Source: an optimization exercise on an open RTL-to-GDS flow (aim: small area and few clock cycles). Production flows keep margins and buffers that such runs may drop. RTL that was checked went through simulation tests only; none was proved equivalent to the original. Only the layout flow was run in runs 1, 2 and 4 to 6; the RTL was not checked for function there. Power and IR drop assume default switching activity.

==> design.v <==
`timescale 1ns/1ps
module fifo_hdl_verb #(
	parameter				DSIZE		= 8,
	parameter				DEPTH		= 16,
	parameter				ALMOST		= 3,
	parameter[DSIZE-1:0]	DEF_VALUE	= 0,
    parameter               FIRST_WORD_FALL_THROUGH = "ON"
)(
	input				wr_clk 			,
	input				wr_rst_n        ,
	input				wr_en           ,
	input [DSIZE-1:0]	wr_data         ,
	output[4:0]			wr_count        ,
	output				full            ,
	output				almost_full     ,
	input				rd_clk			,
	input				rd_rst_n        ,
	input				rd_en           ,
	output[DSIZE-1:0]	rd_data         ,
	output[4:0]			rd_count        ,
	output				empty           ,
	output				almost_empty
);
reg     inner_rd_en;
wire    rd_en_tri;
wire    buf_vld;
generate
if(FIRST_WORD_FALL_THROUGH=="ON")
    assign rd_en_tri = (rd_en && buf_vld) || inner_rd_en;
else
    assign rd_en_tri = rd_en;
endgenerate
localparam	RSIZE	= 	(DEPTH<16)?  4 :
						(DEPTH<32)?  5 :
      					(DEPTH<64)?  6 :
						(DEPTH<128)? 7 : 8;
reg	[RSIZE-1:0]	wr_point,rd_point;
wire	rst_n;
assign	rst_n	= wr_rst_n && rd_rst_n;
reg 	full_flag,empty_flag;
reg 	wr_step,rd_step;
reg [DEPTH-1:0]     rd_b_flag;
reg [DEPTH-1:0]     wr_b_flag;
always@(posedge wr_clk,negedge rst_n)begin
    if(~rst_n)  wr_b_flag   <= {DEPTH{1'b0}};
    else begin
        if(wr_en && !full_flag)begin
            if(wr_b_flag[wr_point] == rd_b_flag[wr_point])
                    wr_b_flag[wr_point] <= !wr_b_flag[wr_point];
            else    wr_b_flag[wr_point] <= wr_b_flag[wr_point];
        end else    wr_b_flag           <= wr_b_flag;
end end
always@(posedge rd_clk,negedge rst_n)begin
    if(~rst_n)  rd_b_flag   <= {DEPTH{1'b0}};
    else begin
        if(( rd_en_tri) && !empty_flag)begin
            if(rd_b_flag[rd_point] != wr_b_flag[rd_point])
                    rd_b_flag[rd_point] <= ~rd_b_flag[rd_point];
            else    rd_b_flag[rd_point] <= rd_b_flag[rd_point];
        end else    rd_b_flag           <= rd_b_flag;
end end
always@(posedge wr_clk,negedge rst_n)
	if(~rst_n)		wr_point	<= {RSIZE{1'b0}};
	else begin
		if(wr_en && !full_flag)begin
			if(wr_point == DEPTH-1)
					wr_point	<= {RSIZE{1'b0}};
			else	wr_point	<= wr_point + 1'b1;
		end else 	wr_point	<= wr_point;
	end
always@(posedge rd_clk,negedge rst_n)
	if(~rst_n)		rd_point	<= {RSIZE{1'b0}};
	else begin
		if(( rd_en_tri) && !empty_flag)begin
			if(rd_point == DEPTH-1)
					rd_point	<= {RSIZE{1'b0}};
			else	rd_point	<= rd_point + 1'b1;
		end else	rd_point	<= rd_point;
	end
always@(posedge wr_clk,negedge rst_n)
	if(~rst_n)		wr_step	<= 1'b0;
	else begin
		if(wr_point == DEPTH-1 && wr_en && !full_flag)
					wr_step	<= ~wr_step;
		else		wr_step	<= wr_step;
	end
always@(posedge rd_clk,negedge rst_n)
	if(~rst_n)		rd_step	<= 1'b0;
	else begin
		if(rd_point == DEPTH-1 && ( rd_en_tri) && !empty_flag)
					rd_step	<= ~rd_step;
		else		rd_step	<= rd_step;
	end
reg	[RSIZE-1:0]	next_wr_point;
always@(posedge wr_clk,negedge rst_n)
	if(~rst_n)		next_wr_point	<= {RSIZE{1'b0}}+1'b1;
	else begin
		if(wr_en &&   !full_flag)begin
			if(next_wr_point == DEPTH-1)
					next_wr_point	<= {RSIZE{1'b0}};
			else	next_wr_point	<= next_wr_point + 1'b1;
		end else 	next_wr_point	<= next_wr_point;
	end
reg	[RSIZE-1:0]	next_rd_point;
always@(posedge rd_clk,negedge rst_n)
	if(~rst_n)		next_rd_point	<= {RSIZE{1'b0}}+1'b1;
	else begin
		if(( rd_en_tri) &&   !empty_flag)begin
			if(next_rd_point == DEPTH-1)
					next_rd_point	<= {RSIZE{1'b0}};
			else	next_rd_point	<= next_rd_point + 1'b1;
		end else 	next_rd_point	<= next_rd_point;
	end
always@(posedge wr_clk,negedge rst_n)
	if(~rst_n)	full_flag	<= 1'b0;
    else begin
        if(wr_en && !full_flag)
                full_flag	<= wr_b_flag[next_wr_point] != rd_b_flag[next_wr_point];
        else    full_flag	<= wr_b_flag[wr_point] != rd_b_flag[wr_point];
    end
    always@(posedge rd_clk,negedge rst_n)
    	if(~rst_n)	empty_flag	<= 1'b1;
    	else begin
            if((rd_en_tri) && !empty_flag && FIRST_WORD_FALL_THROUGH=="ON")
                    empty_flag	<= rd_b_flag[next_rd_point] == wr_b_flag[next_rd_point];
         	else    empty_flag	<= rd_b_flag[rd_point] == wr_b_flag[rd_point];
        end
reg 	almost_full_flag,almost_empty_flag;
always@(posedge wr_clk,negedge rst_n)
	if(~rst_n)	almost_full_flag	<= 1'b0;
	else 		almost_full_flag	<= {wr_step^rd_step,wr_point} >= ((DEPTH-ALMOST) + rd_point);
always@(posedge rd_clk,negedge rst_n)
	if(~rst_n)	almost_empty_flag	<= 1'b1;
	else 		almost_empty_flag	<= {wr_step^rd_step,wr_point} <= (ALMOST+rd_point);
reg [DSIZE-1:0]	data [DEPTH-1:0];
always@(posedge wr_clk,negedge rst_n)begin:MEM_BLOCK
integer	II;
	if(~rst_n)begin
		for(II=0;II<DEPTH;II=II+1)
			data[II]	<= DEF_VALUE;
	end else begin
		if(wr_en && !full_flag)
				data[wr_point]	<= wr_data;
		else	data[wr_point]	<= data[wr_point];
end end
reg [DSIZE-1:0]		rd_data_reg;
always@(posedge rd_clk,negedge rst_n)
	if(~rst_n)		rd_data_reg	<= DEF_VALUE;
	else
    	if(rd_en)
                rd_data_reg	<= data[rd_point];
        else    rd_data_reg <= rd_data_reg;
reg [4:0]	wr_cnt_reg,rd_cnt_reg;
always@(posedge wr_clk,negedge rst_n)
	if(~rst_n)	wr_cnt_reg	<= 5'd0;
	else if(full_flag)
				wr_cnt_reg	<= DEPTH;
	else if(wr_step^rd_step)
				wr_cnt_reg	<= (DEPTH+wr_point)-rd_point;
	else		wr_cnt_reg	<= wr_point - rd_point;
always@(posedge rd_clk,negedge rst_n)
	if(~rst_n)	rd_cnt_reg	<= 5'd0;
	else if(empty_flag)
				rd_cnt_reg	<= 5'd0;
	else if(wr_step^rd_step)
				rd_cnt_reg	<= (DEPTH+wr_point)-rd_point;
	else		rd_cnt_reg	<= wr_point - rd_point;
logic[DSIZE-1:0]        ff_rd_data;
logic                   ff_rd_data_vld;
logic[9-1:0]            ff_rd_count;
logic                   ff_empty;
logic                   first_ff_vld_exec;
always@(posedge rd_clk,negedge rst_n)
    if(~rst_n)      ff_rd_data_vld  <= 1'b0;
    else begin
        case({ff_rd_data_vld,rd_en,!empty_flag})
        3'b000: ff_rd_data_vld  <= 1'b0;
        3'b001: ff_rd_data_vld  <= 1'b1;
        3'b010: ff_rd_data_vld  <= 1'b0;
        3'b011: ff_rd_data_vld  <= 1'b1;
        3'b100: ff_rd_data_vld  <= 1'b1;
        3'b101: ff_rd_data_vld  <= 1'b1;
        3'b110: ff_rd_data_vld  <= 1'b0;
        3'b111: ff_rd_data_vld  <= 1'b1;
        default:ff_rd_data_vld  <= 1'b0;
        endcase
    end
always@(posedge rd_clk,negedge rst_n)
    if(~rst_n)      first_ff_vld_exec  <= 1'b0;
    else begin
        case({ff_rd_data_vld,rd_en,!empty_flag})
        3'b000: first_ff_vld_exec  <= first_ff_vld_exec;
        3'b001: first_ff_vld_exec  <= 1'b1;
        3'b010: first_ff_vld_exec  <= first_ff_vld_exec;
        3'b011: first_ff_vld_exec  <= 1'b1;
        3'b100: first_ff_vld_exec  <= 1'b1;
        3'b101: first_ff_vld_exec  <= 1'b1;
        3'b110: first_ff_vld_exec  <= first_ff_vld_exec;
        3'b111: first_ff_vld_exec  <= 1'b1;
        default:first_ff_vld_exec  <= first_ff_vld_exec;
        endcase
    end
always@(posedge rd_clk,negedge rst_n)
    if(~rst_n)      ff_empty  <= 1'b1;
    else begin
        case({ff_rd_data_vld,rd_en,!empty_flag})
        3'b000: ff_empty  <= ~(1'b0) || 1'b0 ;   
        3'b001: ff_empty  <= ~(1'b1) || 1'b1 ;  
        3'b010: ff_empty  <= ~(1'b0) || 1'b0 ;  
        3'b011: ff_empty  <= ~(1'b1) || 1'b1 ;  
        3'b100: ff_empty  <= ~(1'b1) || 1'b0 ;  
        3'b101: ff_empty  <= ~(1'b1) || 1'b0 ;  
        3'b110: ff_empty  <= ~(1'b0) || 1'b0 ;  
        3'b111: ff_empty  <= ~(1'b1) || 1'b0 ;  
        default:ff_empty  <= ~(1'b0) || 1'b0 ;  
        endcase
    end
always@(posedge rd_clk,negedge rst_n)
    if(~rst_n)      ff_rd_data  <= 1'b0;
    else begin
        case({ff_rd_data_vld,rd_en,!empty_flag})
        3'b000: ff_rd_data  <= ff_rd_data;
        3'b001: ff_rd_data  <= data[rd_point];
        3'b010: ff_rd_data  <= ff_rd_data;
        3'b011: ff_rd_data  <= data[rd_point];
        3'b100: ff_rd_data  <= ff_rd_data;
        3'b101: ff_rd_data  <= ff_rd_data;
        3'b110: ff_rd_data  <= ff_rd_data;
        3'b111: ff_rd_data  <= data[rd_point];
        default:ff_rd_data  <= ff_rd_data;
        endcase
    end
generate
if(FIRST_WORD_FALL_THROUGH == "ON")
always@(posedge rd_clk,negedge rst_n)
    if(~rst_n)      inner_rd_en  <= 1'b0;
    else begin
        case({ff_rd_data_vld,rd_en,!empty_flag})
        3'b000: inner_rd_en  <= 1'b0;
        3'b001: inner_rd_en  <= 1'b1;
        3'b010: inner_rd_en  <= 1'b0;
        3'b011: inner_rd_en  <= 1'b1;
        3'b100: inner_rd_en  <= 1'b0;
        3'b101: inner_rd_en  <= 1'b0;
        3'b110: inner_rd_en  <= 1'b0;
        3'b111: inner_rd_en  <= 1'b0;
        default:inner_rd_en  <= 1'b0;
        endcase
    end
else
assign inner_rd_en = rd_en;
endgenerate
assign	rd_data	= ff_rd_data;
assign buf_vld = ff_rd_data_vld;
assign	full		= full_flag;
assign	empty		= FIRST_WORD_FALL_THROUGH=="OFF"? empty_flag : ff_empty;
assign	almost_full	= almost_full_flag;
assign	almost_empty= almost_empty_flag;
assign	rd_data		= FIRST_WORD_FALL_THROUGH=="OFF"? rd_data_reg : ff_rd_data;
assign	wr_count	= wr_cnt_reg;
assign	rd_count	= rd_cnt_reg;
endmodule
`timescale 1ns/1ps
module data_pipe_nto1 #(
    parameter   DSIZE   = 8,
    parameter   NSIZE   = 8
)(
    input                           clock,
    input                           rst_n,
    input [DSIZE*NSIZE-1:0]         wr_data,
    input                           wr_vld,
    output logic                    wr_ready,
    output logic[DSIZE-1:0]         rd_data,
    output logic                    rd_vld,
    input                           rd_ready
);
localparam CW = 3;    
logic [CW-1:0]              cnt;
logic [DSIZE*(NSIZE-1)-1:0] st;
logic                       empty;
logic [NSIZE-1:0]           oh;
assign empty    = (cnt == {CW{1'b0}});
assign wr_ready = empty && rd_ready && rst_n;
assign rd_vld   = !empty || (wr_vld && wr_ready);
genvar K;
generate for (K = 0; K < NSIZE; K++) begin : g_oh
    assign oh[K] = (cnt == K);
end endgenerate
byte_sel #(.DSIZE(DSIZE), .NSIZE(NSIZE)) u_sel (
    .oh     (oh),
    .din    ({st, wr_data[DSIZE*NSIZE-1 -: DSIZE]}),
    .dout   (rd_data)
);
logic [CW-1:0] cnt_nxt;
assign cnt_nxt[0] = empty ? (wr_vld && rd_ready) : (cnt[0] ^ rd_ready);
assign cnt_nxt[1] = empty ? (wr_vld && rd_ready) : (cnt[1] ^ (rd_ready && !cnt[0]));
assign cnt_nxt[2] = empty ? (wr_vld && rd_ready) : (cnt[2] ^ (rd_ready && !cnt[0] && !cnt[1]));
always @(posedge clock, negedge rst_n)
    if (!rst_n) cnt <= {CW{1'b0}};
    else        cnt <= cnt_nxt;
always @(posedge clock)
    if (empty) st <= wr_data[DSIZE*(NSIZE-1)-1:0];
endmodule
module byte_sel #(
    parameter   DSIZE   = 8,
    parameter   NSIZE   = 8
)(
    input  [NSIZE-1:0]          oh,
    input  [DSIZE*NSIZE-1:0]    din,
    output logic [DSIZE-1:0]    dout
);
always_comb begin
    dout = {DSIZE{1'b0}};
    for (int k = 0; k < NSIZE; k++)
        dout = dout | (din[DSIZE*k +: DSIZE] & {DSIZE{oh[k]}});
end
endmodule
==> flow/run.sh <==
#!/bin/bash
export BUFFER_PORTS_ARGS="-buffer_cell sky130_fd_sc_hd__buf_1"
export CTS_ARGS="-sink_clustering_enable -repair_clock_nets -dont_use_dummy_load -sink_clustering_size 32 -sink_clustering_max_diameter 200 -sink_clustering_levels 1 -buf_list sky130_fd_sc_hd__clkbuf_4 -root_buf sky130_fd_sc_hd__clkbuf_4"
bash standard.sh > standard.log 2>&1
==> standard.sh <==
#!/bin/bash
# synth_recipe.tcl (not shown) runs the flow's synth.tcl, then flattens the netlist and writes it again
# the make line also repeats each setting of config.mk as NAME=value (left out here)
make -C /OpenROAD-flow-scripts/flow DESIGN_CONFIG=/design/flow/config.mk WORK_HOME=/design/flow/orfs CLKGATE_MAP_FILE= SYNTH_SCRIPT=/design/flow/synth_recipe.tcl "${@:-finish}"
==> config.mk <==
export PLATFORM = sky130hd
export DESIGN_NAME = data_pipe_nto1
export DESIGN_NICKNAME = data_pipe_nto1
export VERILOG_FILES = /design/flow/design.v
export SDC_FILE = /design/flow/constraint.sdc
export NUM_CORES = 4
export LEC_CHECK = 0
export CAP_MARGIN = 20
export CORE_MARGIN = 2
export CORE_UTILIZATION = 40
export PLACE_DENSITY = 0.6
export SLEW_MARGIN = 20
export SYNTH_HIERARCHICAL = 1
==> constraint.sdc <==
create_clock -name core_clock -period 5.0 [get_ports {clock}]
set_input_delay 1.0000 -clock core_clock [delete_from_list [all_inputs] [get_ports {clock}]]
set_output_delay 1.0000 -clock core_clock [all_outputs]
set_load 0.01 [all_outputs]
==> metrics.md, run 1 <==
| Metric | Value |
|---|---|
| Status | timing/DRC/antenna clean |
| CTS H-tree depth | 3 |
| Min-delay worst type | input pin to async pin |
| Via count | 1438 |
| Max Freq | 292 MHz |
| Area share of the largest cell type after synthesis | 0.750 |
| GRT overflow | 0 |
| Clock transition at the registers of the reported paths | 0.06 ns |
| Final hold vios | 0 |
| # fillers | 514 |
| Post-synth cell types | 19 |
| Synth Cell Area | 2240 µm² |
| GPL Wtd Cong | 0.799 |
| Tmin final | 3.43 ns |
| Vias/cell | 5.12 |
| Vias in the first global route | 1429 |
| Net Sw Power | 0.476 mW |
| Synth warn | 8 |
| Remaining antenna violation count | 0 |
| Pin count of the biggest net entering global routing | 46 |
| Finished Layout Cells | 281 |
| Routed WL per cell | 16.2 µm |
| DRT Pass-1 Iters | 4 |
| M3 GR Usage | 0.0795 |
| Synth Area per Inst | 17.2 µm² |
| Unrepaired setup endpoints after global routing | no |
| Placed cell count | 272 |
| Root buf cell | clkbuf_4 |
| Final instance area | 2670 µm² |
| Pwr per Cell Area | 522 nW/µm² |
| Post-CTS Resized | 0 |
| Core area | 5470 µm² |
| Crit Path Max Fanout | 8 |
| Required @ worst endpoint | 4.00 ns |
| # rows | 27 |
| Cts bufs inserted | 9 |
| Post-CTS Setup Repair Bufs | 0 |
| Global-route wire length before repair | 6.78 mm |
| Post-DP HPWL | 3.31 mm |
| Multi-input logic area | 443 µm² |
| Starting DRT DRC Count | 114 |
| GRT Max-Usage Layer | met2 |
| Synth area leader | edfxtp_1 |
| Sink Count | 59 |
| Yosys reg bits | 59 |
| Sequential fraction of the synthesis area | 0.783 |
| Max_cap viols | 0 |
| Met1 usage | 0.193 |
| Final setup viols | 0 |
| Pleak | 0.834 nW |
| CTS tree | yes |
| Initial antenna violation count | 0 |
| Met2 usage | 0.233 |
| Total Wirelength | 4.55 mm |
| Final Slew Violations | 0 |
| Crit Path Category | flip-flop to output port |
| Seq pwr share | 0.528 |
| Initial Util | 0.410 |
| Die W | 78.9 µm |
| Int Pwr | 0.918 mW |
| Worst skew pair latency | 0.40 ns |
| DRC Markers | 0 |
| Synthesized instance count | 130 |
| Part of the cycle the worst path needs | 0.686 |
| # hold bufs at CTS | 0 |
| Crit path DAT | 2.43 ns |
| CTS max path bufs | 2 |
| I/O pin count | 78 |
| I/O Buffers | 77 |
| Worst slew pin tran | 1.13 ns |
| Number of diodes | 0 |
| Register area | 1760 µm² |
| Critical Path Start Type | flip-flop |
| Total Nets Final | 281 |
| Post-Route Skew | 0.0312 ns |
| Area growth syn-to-layout | 19.0% |
| Full die area | 6220 µm² |
| Setup TNS Final | 0 ns |
| Die height | 78.9 µm |
| Synth area leaders | edfxtp_1, a22oi_1, dfrtp_1 |
| CP endpoint kind | output port |
| Final hold slack | 0.448 ns |
| Switching share of power | 0.342 |
| Share of cells above drive strength 1 | 0.0670 |
| Gate power share | 0.313 |
| Slew Limit Headroom | 0.241 |
| Total GRT Usage | 0.157 |
| Clock Power Share | 0.159 |
| VDD IR max | 235 µV |
| Placed inst area | 2600 µm² |
worst max-delay path, stage by stage, from the launching register on:
cell and delay [ns]:
dfrtp_1 0.46, inv_1 0.13, nor3_1 0.92, a22oi_1 0.18, nand4_1 0.19, buf_1 0.17
routing by layer:
layer | vias to the layer above | wire length [µm]
met3 | 11 | 444
met5 | - | 0
met1 | 662 | 1910
li1 | 695 | -
met2 | 70 | 2100
met4 | 0 | 102
metrics by stage:
stage | total power, mW | worst slack, ns | util
global route | 1.48 | 1.40 | 0.488
finish | 1.39 | 1.57 | 0.488
CTS | 1.42 | 1.55 | 0.488
detailed placement | 1.19 | 2.00 | 0.475
global placement | 1.19 | 2.03 | 0.475
floorplan | 1.03 | 1.46 | -
synth_stat cells (all sizes together):
master  count
a22oi      32
edfxtp     56
nand3       1
nor3        4
mux2i       2
and3        5
nor4bb      1
dfrtp       3
o21a        1
buf         5
inv         2
clkbuf      4
nand2       3
ha          2
nand4       8
o31a        1
flip-flops by register name, indices dropped and copies added (netlist names):
signal,flops
st,56
cnt,3
cell families after synthesis:
| group | synth area share |
|---|---|
| mux | 0.00893 |
| fa+ha+maj | 0.0112 |
| flops | 0.783 |
| buf+inv | 0.0190 |
| simple gates | 0.0631 |
| compound gates | 0.114 |
worst paths after layout:
| path | from | to | slack, ns | cells after the start |
|---|---|---|---|---|
| worst max-delay path | cnt[0]$_DFF_PN0_ | rd_data[5] | 1.57 | 5 |
| worst min-delay path | rst_n | cnt[2]$_DFF_PN0_ | 0.45 | 1 |
| worst max register to register | cnt[0]$_DFF_PN0_ | st[43]$_DFFE_PP_ | 3.48 | 2 |
| worst min register to register | cnt[2]$_DFF_PN0_ | cnt[2]$_DFF_PN0_ | 0.74 | 2 |
| max in group asynchronous | rst_n | cnt[1]$_DFF_PN0_ | 4.35 | 1 |
| min in group core_clock | cnt[2]$_DFF_PN0_ | cnt[2]$_DFF_PN0_ | 0.74 | 2 |
power by group through the flow:
stage          combinational [mW]  clock [mW]  sequential [mW]
6_report                    0.436       0.222            0.736
5_1_grt                     0.478       0.255            0.747
4_1_cts                     0.445       0.234            0.737
3_5_place_dp                0.444           0            0.747
3_3_place_gp                0.441           0            0.744
2_1_floorplan               0.303           0            0.730
cells in the final DEF (no fill, tap or decap), types with 2 or more instances in the layout:
cell	synthesis	routed
buf_1	4	77
edfxtp_1	56	56
a22oi_1	32	32
clkbuf_4	0	9
nand4_1	8	8
nor3_1	3	3
and3_1	3	3
nand2_1	3	3
dfrtp_1	3	3
inv_1	2	2
and3_2	2	2
mux2i_1	2	2
ha_1	2	2
buf_4	0	2
final cells by class:
class	count	share of cell area
sequential	59	0.658
multi-input combinational	60	0.166
timing repair buffer	79	0.114
tap	72	0.0338
clock buffer	9	0.0253
inverter	2	0.00281
==> run 2: changes to the inputs <==
--- a/design.v
+++ b/design.v
@@ -309,9 +309,22 @@
     input  [DSIZE*NSIZE-1:0]    din,
     output logic [DSIZE-1:0]    dout
 );
-always_comb begin
-    dout = {DSIZE{1'b0}};
-    for (int k = 0; k < NSIZE; k++)
-        dout = dout | (din[DSIZE*k +: DSIZE] & {DSIZE{oh[k]}});
-end
+genvar B;
+generate for (B = 0; B < DSIZE; B++) begin : g_bit
+    wire [NSIZE-1:0] d;
+    wire n0, n1, n2;
+    for (genvar K = 0; K < NSIZE; K++) begin : g_k
+        assign d[K] = din[DSIZE*K + B];
+    end
+    aoi222 u0 (.a(d[0]), .sa(oh[0]), .b(d[1]), .sb(oh[1]), .c(d[2]), .sc(oh[2]), .y(n0));
+    aoi222 u1 (.a(d[3]), .sa(oh[3]), .b(d[4]), .sb(oh[4]), .c(d[5]), .sc(oh[5]), .y(n1));
+    aoi222 u2 (.a(d[6]), .sa(oh[6]), .b(d[7]), .sb(oh[7]), .c(1'b0), .sc(1'b0), .y(n2));
+    assign dout[B] = !(n0 && n1 && n2);
+end endgenerate
+endmodule
+module aoi222 (
+    input   a, sa, b, sb, c, sc,
+    output  y
+);
+assign y = !((a && sa) || (b && sb) || (c && sc));
 endmodule
==> run 2 against run 1 <==
Net effect: core utilization increased by 1.7 points; clock-buffer cell count is the same; register-to-register slack lost 0.03 ns; global-route usage grew 1.4 points; critical path type unchanged; highest routed layer unchanged.
==> metrics.md, run 2 <==
| Metric | Value |
|---|---|
| Crit path DAT | 2.38 ns |
| Via count | 1505 |
| Post-synth ARST share | 0.0508 |
| Sequential fraction of the synthesis area | 0.796 |
| Pwr per Cell Area | 505 nW/µm² |
| Slew Limit Headroom | 0.367 |
| Seq pwr share | 0.542 |
| Area share of fa/ha/maj cells after synthesis | 0.0113 |
| Post-CTS Resized | 0 |
| Final hold vios | 0 |
| Clock transition at the registers of the reported paths | 0.08 ns |
| Synth area leaders | edfxtp_1, a222oi_1, dfrtp_1 |
| CP endpoint kind | output port |
| Largest register FFs | 56 |
| Initial Util | 0.408 |
| Total Wirelength | 4.85 mm |
| Crit Path Category | flip-flop to output port |
| Post-Route Skew | 0.0131 ns |
| Total Nets Final | 289 |
| Crit Path Max Fanout | 8 |
| Total GRT Usage | 0.171 |
| Remaining antenna violation count | 0 |
| VDD IR max | 203 µV |
| Routed WL per cell | 16.8 µm |
| Post-synthesis xor/xnor area fraction | 0 |
| Tmin final | 3.38 ns |
| Required @ worst endpoint | 4.00 ns |
| Pin count of the biggest net entering global routing | 44 |
| Post-synth EDFFs | 56 |
| Simple-gate portion of the synthesized area | 0.0596 |
| Post-CTS Setup Repair Bufs | 0 |
| Synth Area per Inst | 19.2 µm² |
| Worst path max stage delay | 0.79 ns |
| Setup TNS Final | 0 ns |
| Post-synth cell types | 17 |
| Global-route wire length before repair | 7.50 mm |
| Post-DP HPWL | 3.58 mm |
| Part of the cycle the worst path needs | 0.677 |
| Max Freq | 296 MHz |
| I/O pin count | 78 |
| Critical path cell sequence | inv_1 -> nor3_1 -> a222oi_1 -> nand3_1 -> buf_1 |
| Largest family of logic cells by synthesized area | compound AO/OA/AOI/OAI gates |
| Initial antenna violation count | 0 |
| Max_cap viols | 0 |
| CTS H-tree depth | 3 |
| Unrepaired setup endpoints after global routing | no |
| CTS max path bufs | 2 |
| Slowest-stage cell, CP | nor3_1 |
| DRT Pass-1 Iters | 6 |
| CTS tree | yes |
| Final setup viols | 0 |
| Area share of the largest cell type after synthesis | 0.762 |
| Root buf cell | clkbuf_4 |
| Starting DRT DRC Count | 154 |
| Area growth syn-to-layout | 23.7% |
| Clock Power Share | 0.162 |
| Main synth FF type | edfxtp_1 |
| Vias in the first global route | 1553 |
| Synth Cell Area | 2210 µm² |
| Synthesized instance count | 115 |
| Die W | 78.3 µm |
| Sink Count | 59 |
| # rows | 27 |
| Number of diodes | 0 |
| Full die area | 6120 µm² |
| DRC Markers | 0 |
| Worst skew pair latency | 0.39 ns |
| Pleak | 0.895 nW |
| Yosys reg bits | 59 |
| R2R cell count | 2 |
| Share of cells above drive strength 1 | 0.0737 |
| Most frequent cells after synthesis | edfxtp_1, a222oi_1, nand3_1 |
| Synth area leader | edfxtp_1 |
| # hold bufs at CTS | 0 |
| Int Pwr | 0.914 mW |
| I/O Buffers | 77 |
| Most frequent cells in the layout | buf_1, edfxtp_1, a222oi_1, conb_1 |
| Synth warn | 7 |
| Core area | 5410 µm² |
| Critical Path Start Type | flip-flop |
| Count leader, synth | edfxtp_1 |
| Final Slew Violations | 0 |
| GPL Wtd Cong | 0.786 |
| Biggest regs | st x56, cnt x3 |
| Die height | 78.3 µm |
| Status | timing/DRC/antenna clean |
| Final hold slack | 0.450 ns |
| Cts bufs inserted | 9 |
| Min-delay worst type | input pin to async pin |
| Switching share of power | 0.337 |
| Gate power share | 0.296 |
| Most common cell after layout, fill and taps aside | buf_1 |
| Vias/cell | 5.21 |
| Net Sw Power | 0.465 mW |
| Worst slew pin tran | 0.942 ns |
| Largest register by flop count | st |
| GRT overflow | 0 |
| Final core utilization | 0.505 |
| # fillers | 511 |
| Post-synthesis mux area share | 0.00908 |
| Compound-Gate Fraction of Synth Area | 0.116 |
[run 2: changes by cell type in the layout (fill, tap and decap cells not counted)]
cell	previous run	this run
a22oi_1	32	0
a222oi_1	0	24
conb_1	0	16
nand3_1	1	9
nand4_1	8	0
nor3_1	3	1
nor3_2	0	2
[run 2: area by class of cell]
type	count	area [µm²]	area share
flip-flops and latches	59	1760	0.644
multi-input cells	68	503	0.184
repair buffers	79	304	0.111
well taps	72	90.1	0.0330
clock buffers	9	67.6	0.0248
inverters	2	7.51	0.00275
[run 2: path summary, 6_finish.rpt]
kind / endpoint / slack (ns) / startpoint
max in group asynchronous: cnt[0]$_DFF_PN0_ / 4.34 / rst_n
min reg2reg: cnt[2]$_DFF_PN0_ / 0.78 / cnt[2]$_DFF_PN0_
min in group core_clock: st[17]$_DFFE_PP_ / 0.77 / wr_data[17]
min: cnt[2]$_DFF_PN0_ / 0.45 / rst_n
max: rd_data[1] / 1.62 / cnt[0]$_DFF_PN0_
max reg2reg: st[4]$_DFFE_PP_ / 3.45 / cnt[0]$_DFF_PN0_
[run 2: stage by stage]
| stage | total power [mW] | area (µm²) | std cells | setup WS, ns |
|---|---|---|---|---|
| floorplan | 1.01 | 2260 | 130 | 1.37 |
| global placement | 1.16 | 2650 | 280 | 2.01 |
| detailed placement | 1.16 | 2650 | 280 | 1.98 |
| CTS | 1.39 | 2720 | 289 | 1.55 |
| global route | 1.46 | 2730 | 289 | 1.45 |
| finish | 1.38 | 2730 | 289 | 1.62 |
[run 2: critical path: cells and delay by family, from the launching register on]
kind	cells	cell delay (ns)
AO/OA/AOI/OAI	1	0.28
buffers and inverters	2	0.31
flip-flops	1	0.50
AND/OR/NAND/NOR	2	0.93
[run 2: modules after synthesis (local to each module, per instance), a selection]
module / flip-flops and latches / cells / times used / area [µm²]
data_pipe_nto1: 59 / 82 / 1 / 1920
aoi222: 0 / 1 / 24 / 10.0
[run 2: power groups by stage]
stage	Sequential (mW)	Clock, mW	Combinational, mW
2_1_floorplan	0.730	0	0.277
3_3_place_gp	0.753	0	0.404
3_5_place_dp	0.755	0	0.408
4_1_cts	0.745	0.234	0.408
5_1_grt	0.756	0.249	0.454
6_report	0.747	0.223	0.409
[run 2: logic make-up (layout without fill, tap and decap cells)]
| logic type | count (synthesis) | count (layout) |
|---|---|---|
| multiplexers | 2 | 2 |
| flip-flops | 59 | 59 |
| other | 1 | 16 |
| AO/OA/AOI/OAI | 26 | 26 |
| adder cells (fa/ha/maj) | 2 | 2 |
| AND/OR/NAND/NOR | 22 | 22 |
| buffers and inverters | 3 | 90 |
[run 2: metal layers]
layer / up-vias / GRT usage / wire [µm]
met5: - / 0 / 0
met1: 700 / 0.213 / 2000
met4: 0 / 0.0965 / 112
li1: 713 / - / -
met2: 81 / 0.278 / 2360
met3: 11 / 0.0379 / 377
==> run 3: changes to the inputs <==
--- a/design.v
+++ b/design.v
@@ -318,7 +318,7 @@
     end
     aoi222 u0 (.a(d[0]), .sa(oh[0]), .b(d[1]), .sb(oh[1]), .c(d[2]), .sc(oh[2]), .y(n0));
     aoi222 u1 (.a(d[3]), .sa(oh[3]), .b(d[4]), .sb(oh[4]), .c(d[5]), .sc(oh[5]), .y(n1));
-    aoi222 u2 (.a(d[6]), .sa(oh[6]), .b(d[7]), .sb(oh[7]), .c(1'b0), .sc(1'b0), .y(n2));
+    assign n2 = !((d[6] && oh[6]) || (d[7] && oh[7]));
     assign dout[B] = !(n0 && n1 && n2);
 end endgenerate
 endmodule
==> run 3 against run 2 <==
Net effect: still clean on timing, DRC and antenna; synthesized area grew 0.40%; via count shrank 3.7%; flip-flop and latch count is the same; maximum frequency shrank 5.6%; clock power is essentially flat; worst setup slack lost 0.20 ns; worst hold slack lost 0.015 ns; critical endpoint is now rd_data[5]; largest power group unchanged.
==> metrics.md, run 3 <==
| Metric | Value |
|---|---|
| Routed WL per cell | 17.3 µm |
| Post-CTS Resized | 0 |
| Cts bufs inserted | 9 |
| Placed inst area | 2580 µm² |
| Final hold vios | 0 |
| Synth Cell Area | 2210 µm² |
| Critical Path Start Type | flip-flop |
| Net Sw Power | 0.485 mW |
| Root buf cell | clkbuf_4 |
| Most frequent cells in the layout | buf_1, edfxtp_1, a222oi_1, nand3_1, clkbuf_4 |
| Final hold slack | 0.435 ns |
| I/O pin count | 78 |
| Most frequent cells after synthesis | edfxtp_1, a222oi_1, nand3_1, a22oi_1 |
| Final Slew Violations | 0 |
| Post-CTS Setup Repair Bufs | 0 |
| Total Nets Final | 273 |
| Global-route wire length before repair | 7.20 mm |
| Yosys reg bits | 59 |
| Largest family of logic cells by synthesized area | compound AO/OA/AOI/OAI gates |
| Post-synth cell types | 19 |
| M3 GR Usage | 0.0414 |
| Area share of fa/ha/maj cells after synthesis | 0.0113 |
| Synth area leader | edfxtp_1 |
| CTS max path bufs | 2 |
| CTS tree | yes |
| Via count | 1449 |
| Clock transition at the registers of the reported paths | 0.08 ns |
| R2R cell count | 2 |
| Crit path DAT | 2.58 ns |
| Part of the cycle the worst path needs | 0.717 |
| Multi-input logic area | 423 µm² |
| Remaining antenna violation count | 0 |
| Initial Util | 0.407 |
| Vias/cell | 5.31 |
| Pleak | 0.843 nW |
| CTS H-tree depth | 3 |
| Sequential fraction of the synthesis area | 0.793 |
| Gate power share | 0.317 |
| I/O Buffers | 77 |
| Area share of the largest cell type after synthesis | 0.759 |
| Max_cap viols | 0 |
| Pwr per Cell Area | 531 nW/µm² |
| Switching share of power | 0.344 |
| Most common cell after layout, fill and taps aside | buf_1 |
| # hold bufs at CTS | 0 |
| Crit Path Category | flip-flop to output port |
| Setup TNS Final | 0 ns |
| Worst skew pair latency | 0.39 ns |
| Post-DP HPWL | 3.46 mm |
| Slew Limit Headroom | 0.340 |
| Status | timing/DRC/antenna clean |
| Area growth syn-to-layout | 19.6% |
| Register area | 1760 µm² |
| Die height | 78.4 µm |
| CP endpoint kind | output port |
| Met1 usage | 0.202 |
| Met2 usage | 0.258 |
| Sink Count | 59 |
| Required @ worst endpoint | 4.00 ns |
| Die W | 78.4 µm |
| Synth warn | 7 |
| Core area | 5440 µm² |
| Simple-gate portion of the synthesized area | 0.0593 |
| Count leader, synth | edfxtp_1 |
| Vias in the first global route | 1480 |
| VDD IR max | 217 µV |
| Pin count of the biggest net entering global routing | 31 |
| Crit Path Max Fanout | 30 |
| Int Pwr | 0.923 mW |
| Share of cells above drive strength 1 | 0.0796 |
| GRT Max-Usage Layer | met2 |
| Tmin final | 3.58 ns |
| Final setup viols | 0 |
| Compound-Gate Fraction of Synth Area | 0.111 |
| Final core utilization | 0.487 |
| GPL Wtd Cong | 0.796 |
| Synthesized instance count | 116 |
| # fillers | 486 |
| Post-synthesis mux area share | 0.00904 |
| Seq pwr share | 0.524 |
| Starting DRT DRC Count | 112 |
| Biggest regs | st x56, cnt x3 |
| Min-delay worst type | input pin to async pin |
| Total Wirelength | 4.72 mm |
| Full die area | 6150 µm² |
| Max Freq | 279 MHz |
| Number of diodes | 0 |
| Post-synth ARST share | 0.0508 |
| Largest register FFs | 56 |
| Synth Area per Inst | 19.1 µm² |
| Main synth FF type | edfxtp_1 |
| DRC Markers | 0 |
| DRT Pass-1 Iters | 7 |
| Total GRT Usage | 0.163 |
| Largest register by flop count | st |
| Post-synthesis xor/xnor area fraction | 0 |
| Synth area leaders | edfxtp_1, a222oi_1, dfrtp_1 |
| Worst slew pin tran | 0.982 ns |
| Clock Power Share | 0.159 |
| Unrepaired setup endpoints after global routing | no |
| Final instance area | 2650 µm² |
| GRT overflow | 0 |
| Post-synth EDFFs | 56 |
| Post-Route Skew | 0.0238 ns |
| Initial antenna violation count | 0 |
| # rows | 27 |
==> run 3: cell types whose count changed in the layout (fill, tap and decap cells not counted) <==
cell / before / now
conb_1: 16 / 0
nor3_2: 2 / 0
a22oi_1: 0 / 6
a222oi_1: 24 / 16
nor3_1: 1 / 3
a22oi_2: 0 / 2
==> run 3: metal layers <==
metal / up-vias / share of wire
met2: 63 / 0.51
li1: 678 / -
met5: - / 0
met4: 0 / 0.023
met3: 12 / 0.065
met1: 696 / 0.40
==> run 3: Yosys stat by module, one instance, submodules excluded, excerpt <==
module          times used  flops+latches
data_pipe_nto1           1             59
aoi222                  16              0
==> run 3: metrics by stage <==
stage	setup slack [ns]	instances	total power, mW
floorplan	1.37	116	1.04
global placement	1.95	264	1.18
detailed placement	1.78	264	1.20
CTS	1.37	273	1.42
global route	1.18	273	1.51
finish	1.42	273	1.41
==> run 3: path summary, 6_finish.rpt <==
path                                        from          endpoint  slack [ns]
worst max-delay path            cnt[1]$_DFF_PN0_        rd_data[5]        1.42
worst min-delay path                       rst_n  cnt[1]$_DFF_PN0_        0.44
worst max register to register  cnt[1]$_DFF_PN0_  st[38]$_DFFE_PP_        2.97
worst min register to register  cnt[2]$_DFF_PN0_  cnt[2]$_DFF_PN0_        0.73
max in group asynchronous                  rst_n  cnt[2]$_DFF_PN0_        4.35
min in group core_clock         cnt[2]$_DFF_PN0_  cnt[2]$_DFF_PN0_        0.73
==> run 3: final cells by class <==
class                      count  share of cell area
clock buffer                   9              0.0255
sequential                    59               0.663
inverter                       2             0.00283
tap                           72              0.0340
timing repair buffer          79               0.115
multi-input combinational     52               0.160
==> run 3: logic make-up (layout without fill, tap and decap cells) <==
group,after synthesis,after routing
and+or+nand+nor,22,22
AOI/OAI and AO/OA,26,26
buffers and inverters,5,90
adders and majority gates,2,2
muxes,2,2
DFF,59,59
==> run 3: power by group through the flow <==
stage / Sequential (mW) / Combinational (mW) / Clock, mW
after floorplan: 0.731 / 0.311 / 0
after global placement: 0.740 / 0.438 / 0
after detailed placement: 0.750 / 0.450 / 0
after CTS: 0.739 / 0.451 / 0.235
after global routing: 0.750 / 0.502 / 0.255
final: 0.738 / 0.446 / 0.224
==> run 3: worst max-delay path, stage by stage (launching register included) <==
cell	delay, ns
dfrtp_1	0.47
nor3_4	0.72
buf_4	0.48
a222oi_1	0.18
nand3_1	0.18
buf_1	0.16
Testbench counts of run 3, summed over its fixed seeds: cycles 25,600.
==> run 4: changes to the inputs <==
--- a/design.v
+++ b/design.v
@@ -318,7 +318,7 @@
     end
     aoi222 u0 (.a(d[0]), .sa(oh[0]), .b(d[1]), .sb(oh[1]), .c(d[2]), .sc(oh[2]), .y(n0));
     aoi222 u1 (.a(d[3]), .sa(oh[3]), .b(d[4]), .sb(oh[4]), .c(d[5]), .sc(oh[5]), .y(n1));
-    assign n2 = !((d[6] && oh[6]) || (d[7] && oh[7]));
+    aoi222 u2 (.a(d[6]), .sa(oh[6]), .b(d[7]), .sb(oh[7]), .c(1'b0), .sc(1'b0), .y(n2));
     assign dout[B] = !(n0 && n1 && n2);
 end endgenerate
 endmodule
==> flow/run.sh (replaced) <==
#!/bin/bash
export BUFFER_PORTS_ARGS="-buffer_cell sky130_fd_sc_hd__buf_1"
export CTS_ARGS="-sink_clustering_enable -repair_clock_nets -dont_use_dummy_load -sink_clustering_size 32 -sink_clustering_max_diameter 200 -sink_clustering_levels 1 -buf_list sky130_fd_sc_hd__clkbuf_2 -root_buf sky130_fd_sc_hd__clkbuf_4"
bash standard.sh > standard.log 2>&1
==> run 4 against run 3 <==
Net effect: critical path type unchanged; highest routed layer unchanged; sequential share of layout area down 1.9 points; final area rose by 3.0%; synthesized area shrank 0.40%; core utilization is 1.8 points higher; still clean; clock skew shrank 0.011 ns.
==> metrics.md, run 4 <==
| Metric | Value |
|---|---|
| Post-synth ARST share | 0.0508 |
| Clock transition at the registers of the reported paths | 0.08 ns |
| Required @ worst endpoint | 4.00 ns |
| Pin count of the biggest net entering global routing | 44 |
| Max_cap viols | 0 |
| Post-synth cell types | 17 |
| Multi-input logic area | 503 µm² |
| Post-CTS Resized | 0 |
| Remaining antenna violation count | 0 |
| Core area | 5410 µm² |
| Most common cell after layout, fill and taps aside | buf_1 |
| DRT Pass-1 Iters | 6 |
| Final setup viols | 0 |
| Largest register FFs | 56 |
| Tmin final | 3.38 ns |
| Initial Util | 0.408 |
| Synthesized instance count | 115 |
| # hold bufs at CTS | 0 |
| Sequential fraction of the synthesis area | 0.796 |
| Area growth syn-to-layout | 23.7% |
| Die W | 78.3 µm |
| Final hold vios | 0 |
| Vias/cell | 5.21 |
| CP endpoint kind | output port |
| Max Freq | 296 MHz |
| Die height | 78.3 µm |
| Crit Path Category | flip-flop to output port |
| Total Nets Final | 289 |
| Min-delay worst type | input pin to async pin |
| Cts bufs inserted | 9 |
| Routed WL per cell | 16.8 µm |
| DRC Markers | 0 |
| GPL Wtd Cong | 0.786 |
| Count leader, synth | edfxtp_1 |
| Setup TNS Final | 0 ns |
| # rows | 27 |
| Slew Limit Headroom | 0.367 |
| Via count | 1505 |
| Post-DP HPWL | 3.58 mm |
| Full die area | 6120 µm² |
| Vias in the first global route | 1553 |
| Post-synth EDFFs | 56 |
| Synth area leaders | edfxtp_1, a222oi_1, dfrtp_1 |
| Area share of the largest cell type after synthesis | 0.762 |
| Most frequent cells in the layout | buf_1, edfxtp_1, a222oi_1, conb_1 |
| Crit path DAT | 2.38 ns |
| Synth Area per Inst | 19.2 µm² |
| I/O Buffers | 77 |
| Total Wirelength | 4.85 mm |
| Register area | 1760 µm² |
| Total power | 1.38 mW |
| Share of cells above drive strength 1 | 0.0737 |
| Root buf cell | clkbuf_4 |
| Starting DRT DRC Count | 154 |
| Post-CTS Setup Repair Bufs | 0 |
| Initial antenna violation count | 0 |
| Post-Route Skew | 0.0131 ns |
| Synth warn | 7 |
| # fillers | 511 |
| CTS H-tree depth | 3 |
| Biggest regs | st x56, cnt x3 |
| Part of the cycle the worst path needs | 0.677 |
| Critical Path Start Type | flip-flop |
| Synth area leader | edfxtp_1 |
| Largest register by flop count | st |
| VDD IR max | 203 µV |
| I/O pin count | 78 |
| CTS max path bufs | 2 |
| Status | timing/DRC/antenna clean |
| Total GRT Usage | 0.171 |
| Global-route wire length before repair | 7.50 mm |
| CTS tree | yes |
| Pleak | 0.895 nW |
| GRT overflow | 0 |
| Sink Count | 59 |
| Number of diodes | 0 |
| Unrepaired setup endpoints after global routing | no |
| Worst skew pair latency | 0.39 ns |
| Pwr per Cell Area | 505 nW/µm² |
| Yosys reg bits | 59 |
| Synth Cell Area | 2210 µm² |
| Most frequent cells after synthesis | edfxtp_1, a222oi_1, nand3_1 |
| Final Slew Violations | 0 |
| Main synth FF type | edfxtp_1 |
| Worst slew pin tran | 0.942 ns |
| Crit Path Max Fanout | 8 |
==> run 4: Yosys stat by module, one instance, submodules excluded, a selection <==
module | flops+latches | cells | copies in the design
data_pipe_nto1 | 59 | 82 | 1
aoi222 | 0 | 1 | 24
==> run 4: path summary, 6_finish.rpt <==
path                            cells past startpoint             start                to  slack [ns]
max in group asynchronous                           1             rst_n  cnt[0]$_DFF_PN0_        4.34
worst max register to register                      2  cnt[0]$_DFF_PN0_   st[4]$_DFFE_PP_        3.45
worst min register to register                      2  cnt[2]$_DFF_PN0_  cnt[2]$_DFF_PN0_        0.78
worst min-delay path                                1             rst_n  cnt[2]$_DFF_PN0_        0.45
min in group core_clock                             1       wr_data[17]  st[17]$_DFFE_PP_        0.77
worst max-delay path                                5  cnt[0]$_DFF_PN0_        rd_data[1]        1.62
==> run 4: cells by family after synthesis <==
| group | Yosys count | share of synthesized area |
|---|---|---|
| AO/OA/AOI/OAI | 26 | 0.116 |
| other | 1 | 0.00170 |
| adder cells (fa/ha/maj) | 2 | 0.0113 |
| buffers and inverters | 3 | 0.00567 |
| multiplexers | 2 | 0.00908 |
| flip-flops | 59 | 0.796 |
| AND/OR/NAND/NOR | 22 | 0.0596 |
==> run 4: final cells by class <==
class,count,share of cell area
repair buffers,79,0.111
multi-input cells,68,0.184
inverters,2,0.00275
well taps,72,0.0330
clock buffers,9,0.0248
flip-flops and latches,59,0.644
==> run 4: metrics by stage <==
step                      cell area, µm²  utilization  setup slack (ns)  hold slack (ns)  cells
after floorplan                     2260            -              1.37            0.648    130
after global placement              2650        0.491              2.01            0.705    280
after detailed placement            2650        0.491              1.98            0.726    280
after CTS                           2720        0.503              1.55            0.438    289
after global routing                2730        0.505              1.45            0.455    289
final                               2730        0.505              1.62            0.450    289
==> run 4: worst max-delay path, cell delays in order (launching register included) <==
cell and delay (ns):
dfrtp_1 0.50, inv_1 0.15, nor3_1 0.79, a222oi_1 0.28, nand3_1 0.14, buf_1 0.16
==> run 4: where the power goes <==
| group | switching [mW] | internal, mW |
|---|---|---|
| combinational | 0.261 | 0.147 |
| clock | 0.140 | 0.0834 |
| sequential | 0.0635 | 0.684 |
| total | 0.465 | 0.914 |
==> run 4: per-layer routing <==
metal / vias to the layer above / part of all wire / GRT usage / routed length [µm]
met1: 700 / 0.41 / 0.213 / 2000
met5: - / 0 / 0 / 0
li1: 713 / - / - / -
met3: 11 / 0.078 / 0.0379 / 377
met4: 0 / 0.023 / 0.0965 / 112
met2: 81 / 0.49 / 0.278 / 2360
==> run 5: changes to the inputs <==
--- a/design.v
+++ b/design.v
@@ -278,26 +278,32 @@
 logic [CW-1:0]              cnt;
 logic [DSIZE*(NSIZE-1)-1:0] st;
 logic                       empty;
+logic                       fire;
 logic [NSIZE-1:0]           oh;
-assign empty    = (cnt == {CW{1'b0}});
+logic [DSIZE*NSIZE-1:0]     bytes;
+assign empty    = oh[0];
 assign wr_ready = empty && rd_ready && rst_n;
 assign rd_vld   = !empty || (wr_vld && wr_ready);
+assign fire     = rd_vld && rd_ready;
 genvar K;
 generate for (K = 0; K < NSIZE; K++) begin : g_oh
-    assign oh[K] = (cnt == K);
+    assign oh[K] = (K & 4 ? cnt[2] : !cnt[2]) && (K & 2 ? cnt[1] : !cnt[1]) && (K & 1 ? cnt[0] : !cnt[0]);
+    if (K == 0) begin : g_pass
+        assign bytes[DSIZE*K +: DSIZE] = wr_data[DSIZE*NSIZE-1 -: DSIZE];
+    end else begin : g_st
+        assign bytes[DSIZE*K +: DSIZE] = st[DSIZE*(NSIZE-K)-1 -: DSIZE];
+    end
 end endgenerate
 byte_sel #(.DSIZE(DSIZE), .NSIZE(NSIZE)) u_sel (
     .oh     (oh),
-    .din    ({st, wr_data[DSIZE*NSIZE-1 -: DSIZE]}),
+    .din    (bytes),
     .dout   (rd_data)
 );
-logic [CW-1:0] cnt_nxt;
-assign cnt_nxt[0] = empty ? (wr_vld && rd_ready) : (cnt[0] ^ rd_ready);
-assign cnt_nxt[1] = empty ? (wr_vld && rd_ready) : (cnt[1] ^ (rd_ready && !cnt[0]));
-assign cnt_nxt[2] = empty ? (wr_vld && rd_ready) : (cnt[2] ^ (rd_ready && !cnt[0] && !cnt[1]));
 always @(posedge clock, negedge rst_n)
-    if (!rst_n) cnt <= {CW{1'b0}};
-    else        cnt <= cnt_nxt;
+    if (!rst_n)     cnt <= {CW{1'b0}};
+    else            cnt <= {cnt[2] ^ (fire && cnt[1] && cnt[0]),
+                            cnt[1] ^ (fire && cnt[0]),
+                            cnt[0] ^ fire};
 always @(posedge clock)
     if (empty) st <= wr_data[DSIZE*(NSIZE-1)-1:0];
 endmodule
@@ -318,7 +324,7 @@
     end
     aoi222 u0 (.a(d[0]), .sa(oh[0]), .b(d[1]), .sb(oh[1]), .c(d[2]), .sc(oh[2]), .y(n0));
     aoi222 u1 (.a(d[3]), .sa(oh[3]), .b(d[4]), .sb(oh[4]), .c(d[5]), .sc(oh[5]), .y(n1));
-    aoi222 u2 (.a(d[6]), .sa(oh[6]), .b(d[7]), .sb(oh[7]), .c(1'b0), .sc(1'b0), .y(n2));
+    assign n2 = !((d[6] && oh[6]) || (d[7] && oh[7]));
     assign dout[B] = !(n0 && n1 && n2);
 end endgenerate
 endmodule
==> flow/run.sh (replaced) <==
#!/bin/bash
export BUFFER_PORTS_ARGS="-buffer_cell sky130_fd_sc_hd__buf_1"
export CTS_ARGS="-sink_clustering_enable -repair_clock_nets -dont_use_dummy_load -sink_clustering_size 32 -sink_clustering_max_diameter 200 -sink_clustering_levels 1 -buf_list sky130_fd_sc_hd__clkbuf_4 -root_buf sky130_fd_sc_hd__clkbuf_4"
bash standard.sh > standard.log 2>&1
==> run 5 against run 4 <==
Net effect: clock-buffer cell count unchanged; core utilization down 2.0 points; flip-flop and latch count unchanged; die area up 0.86%; still clean on timing, DRC and antenna; largest cell class unchanged; final cell count down 6.2%; final area down 3.4%.
==> metrics.md, run 5 <==
| Metric | Value |
|---|---|
| Status | timing/DRC/antenna clean |
| Post-synth cell types | 20 |
| Initial antenna violation count | 0 |
| RR Startpoint | cnt[1]$_DFF_PN0_ |
| Required @ worst endpoint | 4.00 ns |
| # rows | 27 |
| Initial Util | 0.409 |
| Worst Setup SP | cnt[1]$_DFF_PN0_ |
| Post-synth EDFFs | 56 |
| Final setup viols | 0 |
| Biggest regs | st x56, cnt x3 |
| Tmin final | 3.44 ns |
| Crit Path Max Fanout | 11 |
| Worst slew pin tran | 1.12 ns |
| Die height | 78.6 µm |
| Clock transition at the registers of the reported paths | 0.07 ns |
| Total GRT Usage | 0.163 |
| Synth warn | 7 |
| GPL Wtd Cong | 0.753 |
| Die W | 78.6 µm |
| Reg2reg end | st[26]$_DFFE_PN_ |
| Pwr per Cell Area | 546 nW/µm² |
| Cts bufs inserted | 9 |
| Crit Path Category | flip-flop to output port |
| # hold bufs at CTS | 0 |
| Largest register FFs | 56 |
| Multi-input logic area | 417 µm² |
| Yosys reg bits | 59 |
| Most frequent cells after synthesis | edfxtp_1, a222oi_1, nand3_1, a22oi_1, buf_6 |
| Worst skew pair latency | 0.40 ns |
| Area share of the largest cell type after synthesis | 0.755 |
| Total Wirelength | 4.49 mm |
| Post-CTS Setup Repair Bufs | 0 |
| Min-delay worst type | input pin to async pin |
| Number of diodes | 0 |
| Slew Limit Headroom | 0.251 |
| CTS max path bufs | 2 |
| CTS H-tree depth | 3 |
| Max_cap viols | 0 |
| CTS tree | yes |
| Unrepaired setup endpoints after global routing | no |
| Post-Route Skew | 0.0528 ns |
| Final core utilization | 0.484 |
| Part of the cycle the worst path needs | 0.689 |
| Pin count of the biggest net entering global routing | 30 |
| Total Nets Final | 269 |
| Flop-to-flop setup slack | 3.28 ns |
| Core area | 5440 µm² |
| Full die area | 6180 µm² |
| Max Freq | 290 MHz |
| Setup TNS Final | 0 ns |
| I/O pin count | 78 |
| Critical Path Start Type | flip-flop |
| DRC Markers | 0 |
| Final hold vios | 0 |
| Remaining antenna violation count | 0 |
| CP endpoint kind | output port |
| Via count | 1406 |
| Synth Area per Inst | 19.2 µm² |
| Share of cells above drive strength 1 | 0.0804 |
| Most frequent cells in the layout | buf_1, edfxtp_1, a222oi_1, nand3_1, clkbuf_4 |
| Post-CTS Resized | 0 |
| Post-DP HPWL | 3.31 mm |
| Final setup margin | 1.56 ns |
| Post-synth ARST share | 0.0508 |
| VDD IR max | 260 µV |
| Synth area leader | edfxtp_1 |
| Pleak | 0.826 nW |
| Most common cell after layout, fill and taps aside | buf_1 |
| Main synth FF type | edfxtp_1 |
| I/O Buffers | 77 |
| R2R cell count | 2 |
| Synth area leaders | edfxtp_1, a222oi_1, dfrtp_1 |
| Pre-CTS WS | 1.93 ns |
| # fillers | 477 |
| Sink Count | 59 |
| Count leader, synth | edfxtp_1 |
| Root buf cell | clkbuf_4 |
| Final Slew Violations | 0 |
| Area growth syn-to-layout | 18.4% |
| Total power | 1.44 mW |
| Starting DRT DRC Count | 161 |
| GRT overflow | 0 |
| Synth Cell Area | 2230 µm² |
| CP endpoint | rd_data[3] |
| Sequential fraction of the synthesis area | 0.789 |
| Global-route wire length before repair | 7.21 mm |
| Vias in the first global route | 1505 |
| Largest register by flop count | st |
| Synthesized instance count | 116 |
| Register area | 1760 µm² |
| Routed WL per cell | 16.6 µm |
| Crit path DAT | 2.44 ns |
| DRT Pass-1 Iters | 5 |
| Vias/cell | 5.19 |
run 5: changes by cell type in the layout (fill, tap and decap cells not counted), sizes merged, moves of 3 or more:
cell	change
and3	-3
nor3	-3
a22oi	+8
conb	-16
a222oi	-8
nor3b	+3
run 5: worst min path at each step:
stage,startpoint,slack [ns],cells after the start,end
global placement,cnt[2]$_DFF_PN0_,0.65,1,cnt[2]$_DFF_PN0_
floorplan,cnt[2]$_DFF_PN0_,0.55,2,cnt[2]$_DFF_PN0_
CTS,rst_n,0.46,1,cnt[0]$_DFF_PN0_
global route,rst_n,0.46,1,cnt[0]$_DFF_PN0_
detailed placement,cnt[2]$_DFF_PN0_,0.68,1,cnt[2]$_DFF_PN0_
finish,rst_n,0.49,1,cnt[0]$_DFF_PN0_
run 5: kinds of logic (layout without fill, tap and decap cells):
logic type | count (synthesis) | count (layout) | synth area share
XOR/XNOR | 2 | 2 | 0.00787
AO/OA/AOI/OAI | 26 | 26 | 0.109
flip-flops | 59 | 59 | 0.789
AND/OR/NAND/NOR | 24 | 24 | 0.0703
buffers and inverters | 5 | 88 | 0.0236
run 5: final cells by class:
| cell class | count | share of cell area |
|---|---|---|
| multi-input combinational | 52 | 0.158 |
| sequential | 59 | 0.667 |
| clock buffer | 9 | 0.0256 |
| timing repair buffer | 79 | 0.115 |
| tap | 72 | 0.0342 |
run 5: metal layers:
| layer | up-vias | wire, µm | track usage |
|---|---|---|---|
| met5 | - | 0 | 0 |
| met4 | 0 | 9 | 0.0526 |
| met3 | 2 | 342 | 0.0851 |
| met2 | 65 | 2350 | 0.262 |
| met1 | 671 | 1790 | 0.187 |
| li1 | 668 | - | - |
run 5: modules after synthesis, one instance, submodules excluded, excerpt:
module	flip-flops and latches	area (µm²)	cells inside	copies in the design
data_pipe_nto1	59	1930	82	1
aoi222	0	10.0	1	16
run 5: critical path: stages, from the launching register on:
cell      delay (ns)
dfrtp_1         0.58
nor3b_1         0.94
a222oi_1        0.22
nand3_1         0.18
buf_1           0.16
run 5: report_power, final:
group          switching (mW)  total [mW]  internal [mW]
Clock                   0.129       0.212         0.0831
Combinational           0.280       0.439          0.159
Sequential             0.0726       0.787          0.715
Total                   0.482        1.44          0.957
run 5: stage by stage:
step / hold slack (ns) / cells / area, µm²
3_3_place_gp: 0.651 / 262 / 2570
2_1_floorplan: 0.553 / 116 / 2230
3_5_place_dp: 0.677 / 262 / 2570
6_report: 0.489 / 271 / 2640
4_1_cts: 0.464 / 271 / 2640
5_1_grt: 0.463 / 271 / 2640
==> run 6: changes to the inputs <==
--- a/design.v
+++ b/design.v
@@ -304,8 +304,15 @@
     else            cnt <= {cnt[2] ^ (fire && cnt[1] && cnt[0]),
                             cnt[1] ^ (fire && cnt[0]),
                             cnt[0] ^ fire};
+logic                       ld, hd;
+logic [DSIZE*(NSIZE-1)-1:0] st_nxt;
+assign ld = empty;
+assign hd = !empty;
+generate for (K = 0; K < DSIZE*(NSIZE-1); K++) begin : g_hold
+    ao22 u_hold (.a(wr_data[K]), .sa(ld), .b(st[K]), .sb(hd), .y(st_nxt[K]));
+end endgenerate
 always @(posedge clock)
-    if (empty) st <= wr_data[DSIZE*(NSIZE-1)-1:0];
+    st <= st_nxt;
 endmodule
 module byte_sel #(
     parameter   DSIZE   = 8,
@@ -334,3 +341,9 @@
 );
 assign y = !((a && sa) || (b && sb) || (c && sc));
 endmodule
+module ao22 (
+    input   a, sa, b, sb,
+    output  y
+);
+assign y = (a && sa) || (b && sb);
+endmodule
==> run 6 against run 5 <==
Net effect: critical path type unchanged; critical path depth grew 1; die area shrank 3.0%; clock skew shrank 0.032 ns; core utilization grew 1.8 points; still clean on timing, DRC and antenna; clock power grew 7%; worst hold slack lost 0.015 ns; maximum frequency grew 1.7%; global-route usage grew 2.6 points.
==> metrics.md, run 6 <==
| Metric | Value |
|---|---|
| Status | timing/DRC/antenna clean |
| Final instance area | 2580 µm² |
| R2R cell count | 4 |
| Die height | 77.4 µm |
| Flop-to-flop setup slack | 2.64 ns |
| Pin count of the biggest net entering global routing | 37 |
| Remaining antenna violation count | 0 |
| Total Nets Final | 327 |
| Int Pwr | 1.19 mW |
| Post-CTS Setup Repair Bufs | 0 |
| Core area | 5140 µm² |
| Total Wirelength | 5.33 mm |
| Sink Count | 59 |
| Clock Power Share | 0.120 |
| Initial antenna violation count | 0 |
| Net Sw Power | 0.702 mW |
| # rows | 26 |
| Largest register by flop count | st |
| Area growth syn-to-layout | 19.9% |
| CTS max path bufs | 2 |
| Worst slew pin tran | 0.917 ns |
| Root buf cell | clkbuf_4 |
| Seq pwr share | 0.473 |
| # hold bufs at CTS | 0 |
| Total power | 1.89 mW |
| Slew Limit Headroom | 0.387 |
| I/O pin count | 78 |
| CTS tree | yes |
| Min-delay worst type | input pin to async pin |
| Die W | 77.4 µm |
| Worst skew pair latency | 0.37 ns |
| Synth Area per Inst | 12.5 µm² |
| Number of diodes | 0 |
| Unrepaired setup endpoints after global routing | no |
| Slowest-stage cell, CP | nor3_4 |
| CP endpoint | rd_data[7] |
| I/O Buffers | 77 |
| Reg2reg end | st[39]$_DFF_P_ |
| Required @ worst endpoint | 4.00 ns |
| Pleak | 1.04 nW |
| Gate power share | 0.407 |
| Post-synth EDFFs | 0 |
| Part of the cycle the worst path needs | 0.677 |
| Switching share of power | 0.372 |
| Area share of the largest cell type after synthesis | 0.520 |
| Critical Path Start Type | flip-flop |
| Final hold vios | 0 |
| Largest register FFs | 56 |
| Worst path max stage delay | 0.61 ns |
| Synthesized instance count | 173 |
| Biggest regs | st x56, cnt x3 |
| Clock transition at the registers of the reported paths | 0.09 ns |
| CTS H-tree depth | 3 |
| Sequential fraction of the synthesis area | 0.555 |
| Main synth FF type | dfxtp_1 |
| CP endpoint kind | output port |
| Final core utilization | 0.502 |
| Post-Route Skew | 0.0210 ns |
| Post-DP HPWL | 3.70 mm |
| Vias/cell | 5.58 |
| Cts bufs inserted | 9 |
| Share of cells above drive strength 1 | 0.0817 |
| Synth area leader | dfxtp_1 |
| Pwr per Cell Area | 731 nW/µm² |
| Post-synth ARST share | 0.0508 |
| RR Startpoint | cnt[0]$_DFF_PN0_ |
| Total GRT Usage | 0.188 |
| Most common cell after layout, fill and taps aside | buf_1 |
| Critical path cell sequence | nor3_4 -> buf_4 -> a222oi_1 -> nand3_1 -> buf_1 |
| DRC Markers | 0 |
| Most frequent cells in the layout | buf_1, a22o_1, dfxtp_1, a222oi_1 |
| Routed WL per cell | 16.3 µm |
| Worst Setup SP | cnt[0]$_DFF_PN0_ |
| VDD IR max | 323 µV |
| Final Slew Violations | 0 |
| Crit path DAT | 2.39 ns |
| Vias in the first global route | 1787 |
| Crit Path Category | flip-flop to output port |
| Setup TNS Final | 0 ns |
| Post-CTS Resized | 0 |
| GRT overflow | 0 |
| Yosys reg bits | 59 |
| Via count | 1824 |
| GPL Wtd Cong | 0.748 |
| Most frequent cells after synthesis | a22o_1, dfxtp_1, a222oi_1, nand3_1, a22oi_1 |
| Full die area | 5990 µm² |
| Synth Cell Area | 2150 µm² |
| Synth area leaders | dfxtp_1, a22o_1, a222oi_1 |
| Max Freq | 295 MHz |
| Synth warn | 7 |
| Max_cap viols | 0 |
| DRT Pass-1 Iters | 8 |
| Crit Path Max Fanout | 29 |
| Tmin final | 3.39 ns |
| Initial Util | 0.419 |
| Final setup viols | 0 |
| Global-route wire length before repair | 8.80 mm |
| Post-synth cell types | 22 |
| Placed inst area | 2500 µm² |
| Starting DRT DRC Count | 171 |
## run 6: worst max-delay path, delay by kind of cell (launching register included)
family	cells	cell delay [ns]
buffers and inverters	2	0.58
flip-flops	1	0.52
AND/OR/NAND/NOR	2	0.76
AO/OA/AOI/OAI	1	0.17
## run 6: metal layers
metal / GRT usage / vias up / wire, µm
li1: - / 903 / -
met1: 0.264 / 864 / 2670
met2: 0.270 / 55 / 2320
met3: 0.0686 / 2 / 325
met4: 0.0589 / 0 / 18
met5: 0 / - / 0
## run 6: kinds of logic after synthesis
family	Yosys count	synth area share
AOI/OAI and AO/OA	82	0.340
and+or+nand+nor	24	0.0720
buffers and inverters	6	0.0244
xor gates and xnor gates	2	0.00813
DFF	59	0.555
## run 6: final cells by class
| cell class | count | area [µm²] |
|---|---|---|
| Inverter | 1 | 3.75 |
| Sequential cell | 59 | 1200 |
| Fill cell | 513 | 2560 |
| Multi-Input combinational cell | 108 | 916 |
| Tap cell | 70 | 87.6 |
| Timing Repair Buffer | 80 | 312 |
| Clock buffer | 9 | 67.6 |
## run 6: metrics by stage
stage	std cells	hold slack, ns	worst slack [ns]
floorplan	173	0.442	1.83
global placement	318	0.457	1.94
detailed placement	318	0.455	1.97
CTS	327	0.446	1.54
global route	327	0.453	1.40
finish	327	0.474	1.61
## run 6: worst min-delay path by stage
stage                              start          endpoint  slack [ns]  cells past startpoint
final                              rst_n  cnt[1]$_DFF_PN0_        0.47                      1
after global routing               rst_n  cnt[1]$_DFF_PN0_        0.45                      1
after CTS                          rst_n  cnt[1]$_DFF_PN0_        0.45                      1
after detailed placement  st[15]$_DFF_P_    st[15]$_DFF_P_        0.46                      1
after global placement    st[15]$_DFF_P_    st[15]$_DFF_P_        0.46                      1
after floorplan           st[32]$_DFF_P_    st[32]$_DFF_P_        0.44                      1
## run 6: power groups by stage
stage	registers, mW	logic, mW	clock network, mW
5_1_grt	0.928	0.860	0.259
2_1_floorplan	0.827	0.627	0
4_1_cts	0.886	0.774	0.237
6_report	0.892	0.768	0.227
3_5_place_dp	0.892	0.772	0
3_3_place_gp	0.899	0.761	0
## run 6: Yosys stat by module (local to each module, per instance), excerpt
module          flops+latches  copies in the design
aoi222                      0                    16
ao22                        0                    56
data_pipe_nto1             59                     1

static timing again, ports no longer ideal:
The flow's constraints put no driver on any port. The routed layouts listed below were extracted and timed again, unchanged, in two steps.
Step 1 (the two cells are an assumption about what drives the block):
set clk [get_ports {clock}]
set_driving_cell -lib_cell sky130_fd_sc_hd__clkbuf_16 $clk
set_driving_cell -lib_cell sky130_fd_sc_hd__buf_2 [delete_from_list [all_inputs] $clk]
Step 2 adds t to the input delays and takes it off the output delays; t is the mean of the earliest and latest rising clock arrival at the registers after step 1. Input paths then give back, and output paths get back, about the clock's delay inside the block.
a / b / c = no drivers / after step 1 / after step 2; a / b = the first two.
run | t, ns | setup WS [ns] | hold WS [ns] | worst data-port slew with drivers (ns)
run 1 | 0.411 | 1.570 / 1.546 / 1.958 | 0.448 / 0.450 / 0.744 | 0.04
run 2 | 0.401 | 1.616 / 1.592 / 1.993 | 0.450 / 0.447 / 0.779 | 0.04
run 3 | 0.404 | 1.416 / 1.393 / 1.797 | 0.435 / 0.438 / 0.735 | 0.05
run 4 | 0.401 | 1.616 / 1.592 / 1.993 | 0.450 / 0.447 / 0.779 | 0.04
run 5 | 0.394 | 1.557 / 1.533 / 1.928 | 0.489 / 0.492 / 0.692 | 0.04
run 6 | 0.386 | 1.613 / 1.589 / 1.975 | 0.474 / 0.474 / 0.479 | 0.04
After both steps every run listed still meets setup and hold.
